What follows belongs to an exercise in optimizing a design on an open flow for small area; a production flow would make more cautious choices.
Where RTL was checked, it was by simulation tests only, not by an equivalence proof against the original.
Power and IR drop assume default switching activity.

## run 1
Design typing_test_top, start of the top module:
module typing_test_top(
        input wire clk,
        input wire rst,  
        input wire [3:0] rows,
        output wire [3:0] cols,
        output wire [3:0] Anode_Activate,
        output wire [6:0] LED_out,
        output wire SSD_Anode_Activate,
        output wire [6:0] SSD_LED_out
    );
Settings: LEC_CHECK=0, ABC_AREA=0, CAP_MARGIN=20, CORE_MARGIN=2, CORE_UTILIZATION=60, SLEW_MARGIN=20; clock period 160.0 ns.
standard.sh (not shown) runs the stock make flow with config.mk's settings and CLKGATE_MAP_FILE= SYNTH_SCRIPT=/design/flow/synth_recipe.tcl, a recipe that flattens the netlist after the stock synthesis.
==> flow/flow/run.sh <==
#!/bin/bash
# The standard layout (standard.sh), with two changes: the ports are buffered
# with the smallest buffer, and clock tree synthesis adds no dummy loads.
set -euo pipefail
export BUFFER_PORTS_ARGS="-buffer_cell sky130_fd_sc_hd__buf_1"
export CTS_ARGS="-sink_clustering_enable -repair_clock_nets -dont_use_dummy_load -buf_list sky130_fd_sc_hd__clkbuf_4 -sink_clustering_size 10 -sink_clustering_max_diameter 60"
bash standard.sh finish > standard.log 2>&1
Setup changes, run 1 to run 2
# run 1
export LEC_CHECK = 0
export ABC_AREA = 0
export CAP_MARGIN = 20
export CORE_MARGIN = 2
export CORE_UTILIZATION = 60
export SLEW_MARGIN = 20
create_clock -name core_clock -period 160.0 [get_ports {clk}]
# run 2
export LEC_CHECK = 0
export ABC_AREA = 0
export CAP_MARGIN = 20
export CORE_MARGIN = 2
export CORE_UTILIZATION = 60
export CTS_BUF_LIST = sky130_fd_sc_hd__clkbuf_4
export CTS_CLUSTER_DIAMETER = 50
export CTS_CLUSTER_SIZE = 8
export SLEW_MARGIN = 20
create_clock -name core_clock -period 160.0 [get_ports {clk}]
-- flow/flow/run.sh --
<<< run 1, line 6
export CTS_ARGS="-sink_clustering_enable -repair_clock_nets -dont_use_dummy_load -buf_list sky130_fd_sc_hd__clkbuf_4 -sink_clustering_size 10 -sink_clustering_max_diameter 60"
>>> run 2, line 6
export CTS_ARGS="-sink_clustering_enable -repair_clock_nets -dont_use_dummy_load -buf_list sky130_fd_sc_hd__clkbuf_4 -sink_clustering_size 8 -sink_clustering_max_diameter 50"
==> comparison <==
- Between run 1 and run 2, the difference in net count of the mapped netlist is negligible.
- Min clock buffer count across run 1 and run 2: run 1
- Path length in cells of the critical path came out exactly the same in run 1 and run 2.
- Per the comparison of run 2 with run 1, all-layer global routing usage roughly the same; global-route wire length before repair roughly the same; worst relative slew slack lower; wire length roughly the same; sum of internal, switching and leakage power higher.
- Run 2: proportion of layout cells with a drive suffix above 1 is 0.40 points higher than what run 1 reported.
- Compared with run 1, run 2 shows total internal power that has gone up slightly.
Edits applied to the flow inputs when going from run 2 to run 3:
# run 2
export LEC_CHECK = 0
export ABC_AREA = 0
export CAP_MARGIN = 20
export CORE_MARGIN = 2
export CORE_UTILIZATION = 60
export CTS_BUF_LIST = sky130_fd_sc_hd__clkbuf_4
export CTS_CLUSTER_DIAMETER = 50
export CTS_CLUSTER_SIZE = 8
export SLEW_MARGIN = 20
create_clock -name core_clock -period 160.0 [get_ports {clk}]
# run 3
export LEC_CHECK = 0
export ABC_AREA = 1
export CAP_MARGIN = 20
export CORE_MARGIN = 2
export CORE_UTILIZATION = 70
export CTS_BUF_LIST = sky130_fd_sc_hd__clkbuf_4
export CTS_CLUSTER_DIAMETER = 50
export CTS_CLUSTER_SIZE = 8
export GPL_TIMING_DRIVEN = 0
export SLEW_MARGIN = 20
create_clock -name core_clock -period 160.0 [get_ports {clk}]
## What came out
Both conditions hold for run 3: the flow ran to the end and the final layout passed the timing, design-rule and antenna checks. Run 2: PASS, flow complete, no timing, DRC or antenna violations. Compared with run 2, the detailed router inserted more vias in run 3. Fraction of the mapped netlist area in adder cells: lower on run 3. Re setup skew after layout: run 2 and run 3 aren't equal, and the higher value belongs to run 2. Run 3 against run 2: switching power as a share of total power -17 points, met2 wirelength from detailed routing up about 20%, slack of the critical path down 0.089 ns, area of combinational cells with multiple inputs moved down.
#### Input delta (run 4 over run 3)
# run 3
export LEC_CHECK = 0
export ABC_AREA = 1
export CAP_MARGIN = 20
export CORE_MARGIN = 2
export CORE_UTILIZATION = 70
export CTS_BUF_LIST = sky130_fd_sc_hd__clkbuf_4
export CTS_CLUSTER_DIAMETER = 50
export CTS_CLUSTER_SIZE = 8
export GPL_TIMING_DRIVEN = 0
export SLEW_MARGIN = 20
create_clock -name core_clock -period 160.0 [get_ports {clk}]
# run 4
export LEC_CHECK = 0
export ABC_AREA = 1
export CAP_MARGIN = 20
export CORE_MARGIN = 2
export CORE_UTILIZATION = 60
export CTS_BUF_LIST = sky130_fd_sc_hd__clkbuf_4
export CTS_CLUSTER_DIAMETER = 50
export CTS_CLUSTER_SIZE = 8
export SLEW_MARGIN = 20
create_clock -name core_clock -period 160.0 [get_ports {clk}]
### Flow results
Run 4 vs run 3 — global-route usage dropped 5.3 points.
Compared with run 3, in run 4 per-cell via count in the routed design went down; number of cells on the worst hold path now larger; area growth from synthesis to final layout now sits lower; met2 usage shows a reduction of 7.6 points; count of buffers from port buffering went up 1.
Delta (run 4 minus run 3): leakage dissipation dropped about 1.4%, power barely changed, clock skew went up, proportion of cell area occupied by multi-input gates +0.61 points.
No run of this note included a check of the RTL's function; only the layout flow was run.

Another version of the RTL of typing_test_top (not shown whole).
For scale: about 29 I/O pins.
Settings: LEC_CHECK=0, ABC_AREA=1, CAP_MARGIN=20, CORE_MARGIN=2, CORE_UTILIZATION=60, SLEW_MARGIN=20; clock period 160.0 ns.
==> flow/flow/run.sh <==
#!/bin/bash
# The standard layout (standard.sh), with two changes: the ports are buffered
# with the smallest buffer, and clock tree synthesis adds no dummy loads and
# builds its tree from clkbuf_8.
set -euo pipefail
export BUFFER_PORTS_ARGS="-buffer_cell sky130_fd_sc_hd__buf_1"
export CTS_ARGS="-sink_clustering_enable -repair_clock_nets -dont_use_dummy_load -buf_list sky130_fd_sc_hd__clkbuf_8"
bash standard.sh finish > standard.log 2>&1
The baseline went through all stages and came out clean.
==> next run, changes <==
- ABC_AREA: 1 -> 0
Outcome: The new run completed with no timing, DRC or antenna violations. Worst setup slack gets worse by 0.092 ns. Critical path depth is lower by 5. Hold slack improved by 0.023 ns. Synthesized cell count drops by 16%.
Function was not checked in any run of this note: the RTL went through the layout flow alone.

Another version of the RTL of typing_test_top (not shown whole).
For scale: ~1400 cells after synthesis, about 220 flip-flops, about 29 I/O pins, about 13000 sq um of cells after synthesis.
clock: 160.0 ns
lec_check: 0
cap_margin: 20
core_margin: 2
core_utilization: 40
slew_margin: 20
run.sh (not shown) runs the stock make flow with config.mk's settings and CLKGATE_MAP_FILE= SYNTH_SCRIPT=/design/flow/synth_recipe.tcl, a recipe that flattens the netlist after the stock synthesis.
Stock flow here: none of the scripts above is used.
Next try:
- ABC_AREA: default -> 1
- CORE_UTILIZATION: 40 -> 60
- CTS_BUF_LIST: default -> sky130_fd_sc_hd__clkbuf_4
=>
- clock power went down by 23%
- sequential cell count does not change
- die area is lower by 34%
- via count came out higher by 7.6%
- final area came out lower by 4.1%
- worst setup slack gets worse by 490 ps
- worst hold slack improved by 3.5 ps
- area after synthesis goes down by 2.0%
- core utilization went up by 21 points

typing_test_top, a different RTL version from the one above (not shown whole).
Size in the first run: roughly 1300 cells after synthesis, roughly 200 flip-flops, ~29 I/O pins.
clock: 160.0 ns
lec_check: 0
abc_area: 0
cap_margin: 20
core_margin: 2
core_utilization: 75
slew_margin: 20
standard.sh (not shown) runs the stock make flow with config.mk's settings and CLKGATE_MAP_FILE= SYNTH_SCRIPT=/design/flow/synth_recipe.tcl, a recipe that flattens the netlist after the stock synthesis.
Scripts as last shown in full above: flow/flow/run.sh
The baseline ran to the end with no violations.
Next try:
CORE_UTILIZATION = 60   (was 75)
What happened: The changed run completed without violations. Routed wire length came out higher by 1.6%. Final area came out higher by 0.56%. Count of clock-buffer cells in the layout is unchanged. Die area came out higher by 24%.

Another version of the RTL of typing_test_top (not shown whole).
Size: ~1,600 cells after synthesis, about 200 flip-flops, ~29 I/O pins, roughly 0.012 mm^2 of cells after synthesis.
==> flow/config.mk <==
export PLATFORM = sky130hd
export DESIGN_NAME = typing_test_top
export DESIGN_NICKNAME = typing_test_top
export VERILOG_FILES = /design/flow/design.v
export SDC_FILE = /design/flow/constraint.sdc
export NUM_CORES = 4
export LEC_CHECK = 0
export ABC_AREA = 1
export CAP_MARGIN = 20
export CORE_MARGIN = 2
export CORE_UTILIZATION = 60
export CTS_BUF_LIST = sky130_fd_sc_hd__clkbuf_4
export CTS_CLUSTER_DIAMETER = 50
export CTS_CLUSTER_SIZE = 8
export SLEW_MARGIN = 20
==> flow/constraint.sdc <==
create_clock -name core_clock -period 160.0 [get_ports {clk}]
set_input_delay 32.0000 -clock core_clock [delete_from_list [all_inputs] [get_ports {clk}]]
set_output_delay 32.0000 -clock core_clock [all_outputs]
set_load 0.01 [all_outputs]
run.sh (not shown) runs the stock make flow with config.mk's settings and CLKGATE_MAP_FILE= SYNTH_SCRIPT=/design/flow/synth_recipe.tcl, a recipe that flattens the netlist after the stock synthesis.
Stock flow here: none of the scripts above is used.
Rerun with:
- CAP_MARGIN: 20 -> 0
- SLEW_MARGIN: 20 -> 0
Fmax hardly moves. Final cell count stays the same. Total power stays flat. Wire length stays flat. Core utilization barely changes. Global-route usage is unchanged. Worst hold slack is about the same. First-iteration DRC count rose by 8.4%. Sequential cell count is unchanged.
Rerun with:
==> flow/flow/run.sh (new file) <==
#!/bin/bash
# The standard layout (standard.sh), with two changes: the ports are buffered
# with the smallest buffer, and clock tree synthesis adds no dummy loads.
set -euo pipefail
export BUFFER_PORTS_ARGS="-buffer_cell sky130_fd_sc_hd__buf_1"
export CTS_ARGS="-sink_clustering_enable -repair_clock_nets -dont_use_dummy_load -buf_list sky130_fd_sc_hd__clkbuf_4 -sink_clustering_size 8 -sink_clustering_max_diameter 50"
bash standard.sh finish > standard.log 2>&1
==> flow/standard.sh (new file) <==
#!/bin/bash
# synth_recipe.tcl (not shown) runs the flow's synth.tcl, then flattens the netlist and writes it again
# the make line also repeats each setting of config.mk as NAME=value (left out here)
make -C /OpenROAD-flow-scripts/flow DESIGN_CONFIG=/design/flow/config.mk WORK_HOME=/design/flow/orfs CLKGATE_MAP_FILE= SYNTH_SCRIPT=/design/flow/synth_recipe.tcl "${@:-finish}"
- CAP_MARGIN: 0 -> 20
- SLEW_MARGIN: 0 -> 20
removed: flow/run.sh
What happened:
- final cell count drops slightly
- critical path depth does not change
- design area drops by a few percent
- routed wire length drops slightly
Rerun with:
- ABC_AREA: 1 -> 0
- The changed run finished clean
- final cell count is lower by 13%
- routed wire length is lower by 2.0%
- maximum frequency is lower by 0.76%
- hold slack gains 0.021 ns
- power is higher by 130%
Rerun with:
==> flow/run.sh (new file) <==
#!/bin/bash
# synth_recipe.tcl (not shown) runs the flow's synth.tcl, then flattens the netlist and writes it again
# the make line also repeats each setting of config.mk as NAME=value (left out here)
make -C /OpenROAD-flow-scripts/flow DESIGN_CONFIG=/design/flow/config.mk WORK_HOME=/design/flow/orfs CLKGATE_MAP_FILE= SYNTH_SCRIPT=/design/flow/synth_recipe.tcl finish
- ABC_AREA: 0 -> 1
- CTS_BUF_LIST: sky130_fd_sc_hd__clkbuf_4 -> sky130_fd_sc_hd__clkbuf_8
- CTS_CLUSTER_DIAMETER: 50 -> 60
- CTS_CLUSTER_SIZE: 8 -> 10
removed: flow/flow/run.sh
removed: flow/standard.sh
The changed run completed with no timing, DRC or antenna violations.
Maximum frequency barely changes.
Routed wire length goes up by a few percent.
Final cell count rises by about a fifth.
Core utilization came out higher by 1.9 points.
Critical path depth is higher by 4.
Sequential share of layout area shrinks by 1.1 points.

## re-timing with driven ports
In the flow no input, the clock included, has a driving cell. The finished layouts below were timed again as built, in two steps. Step 1 (the two cells are an assumption about what drives the block):
set clk [get_ports {clk}]
set_driving_cell -lib_cell sky130_fd_sc_hd__clkbuf_16 $clk
set_driving_cell -lib_cell sky130_fd_sc_hd__buf_2 [delete_from_list [all_inputs] $clk]
Step 2 moves the port delays by t, midway between the first and last clock arrival at a register: inputs arrive t later, outputs are due t later. That takes back most of the time a late clock gives input paths. a / b / c = no drivers / after step 1 / after step 2; a / b = the first two.
run | t (ns) | setup slack, ns | worst hold slack (ns)
run 1 | 0.664 | 124.078 / 124.039 / 124.703 | 0.402 / 0.402 / 0.402
run 2 | 0.692 | 124.000 / 123.961 / 124.653 | 0.420 / 0.420 / 0.420
run 3 | 0.706 | 123.911 / 123.869 / 124.574 | 0.425 / 0.425 / 0.425
run 4 | 0.722 | 123.801 / 123.759 / 124.481 | 0.422 / 0.422 / 0.422
the first run of note 2 | 0.551 | 124.345 / 124.303 / 124.854 | 0.396 / 0.396 / 0.396
the second run of note 2 | 0.538 | 124.253 / 124.209 / 124.747 | 0.419 / 0.419 / 0.419
the first run of note 3 | 0.591 | 123.417 / 123.365 / 123.957 | 0.419 / 0.419 / 0.419
the second run of note 3 | 0.714 | 122.923 / 122.880 / 123.595 | 0.422 / 0.422 / 0.422
the first run of note 4 | 0.512 | 124.232 / 124.190 / 124.702 | 0.398 / 0.398 / 0.398
the second run of note 4 | 0.513 | 124.314 / 124.270 / 124.783 | 0.429 / 0.429 / 0.429
the first run of note 5 | 0.718 | 123.771 / 123.726 / 124.444 | 0.421 / 0.421 / 0.421
the second run of note 5 | 0.716 | 123.751 / 123.705 / 124.421 | 0.421 / 0.421 / 0.421
the third run of note 5 | 0.696 | 124.179 / 124.141 / 124.837 | 0.400 / 0.400 / 0.400
the fourth run of note 5 | 0.702 | 123.905 / 123.867 / 124.569 | 0.420 / 0.420 / 0.420
the fifth run of note 5 | 0.565 | 123.881 / 123.833 / 124.398 | 0.421 / 0.421 / 0.421
After both steps setup and hold are still met in every run listed.
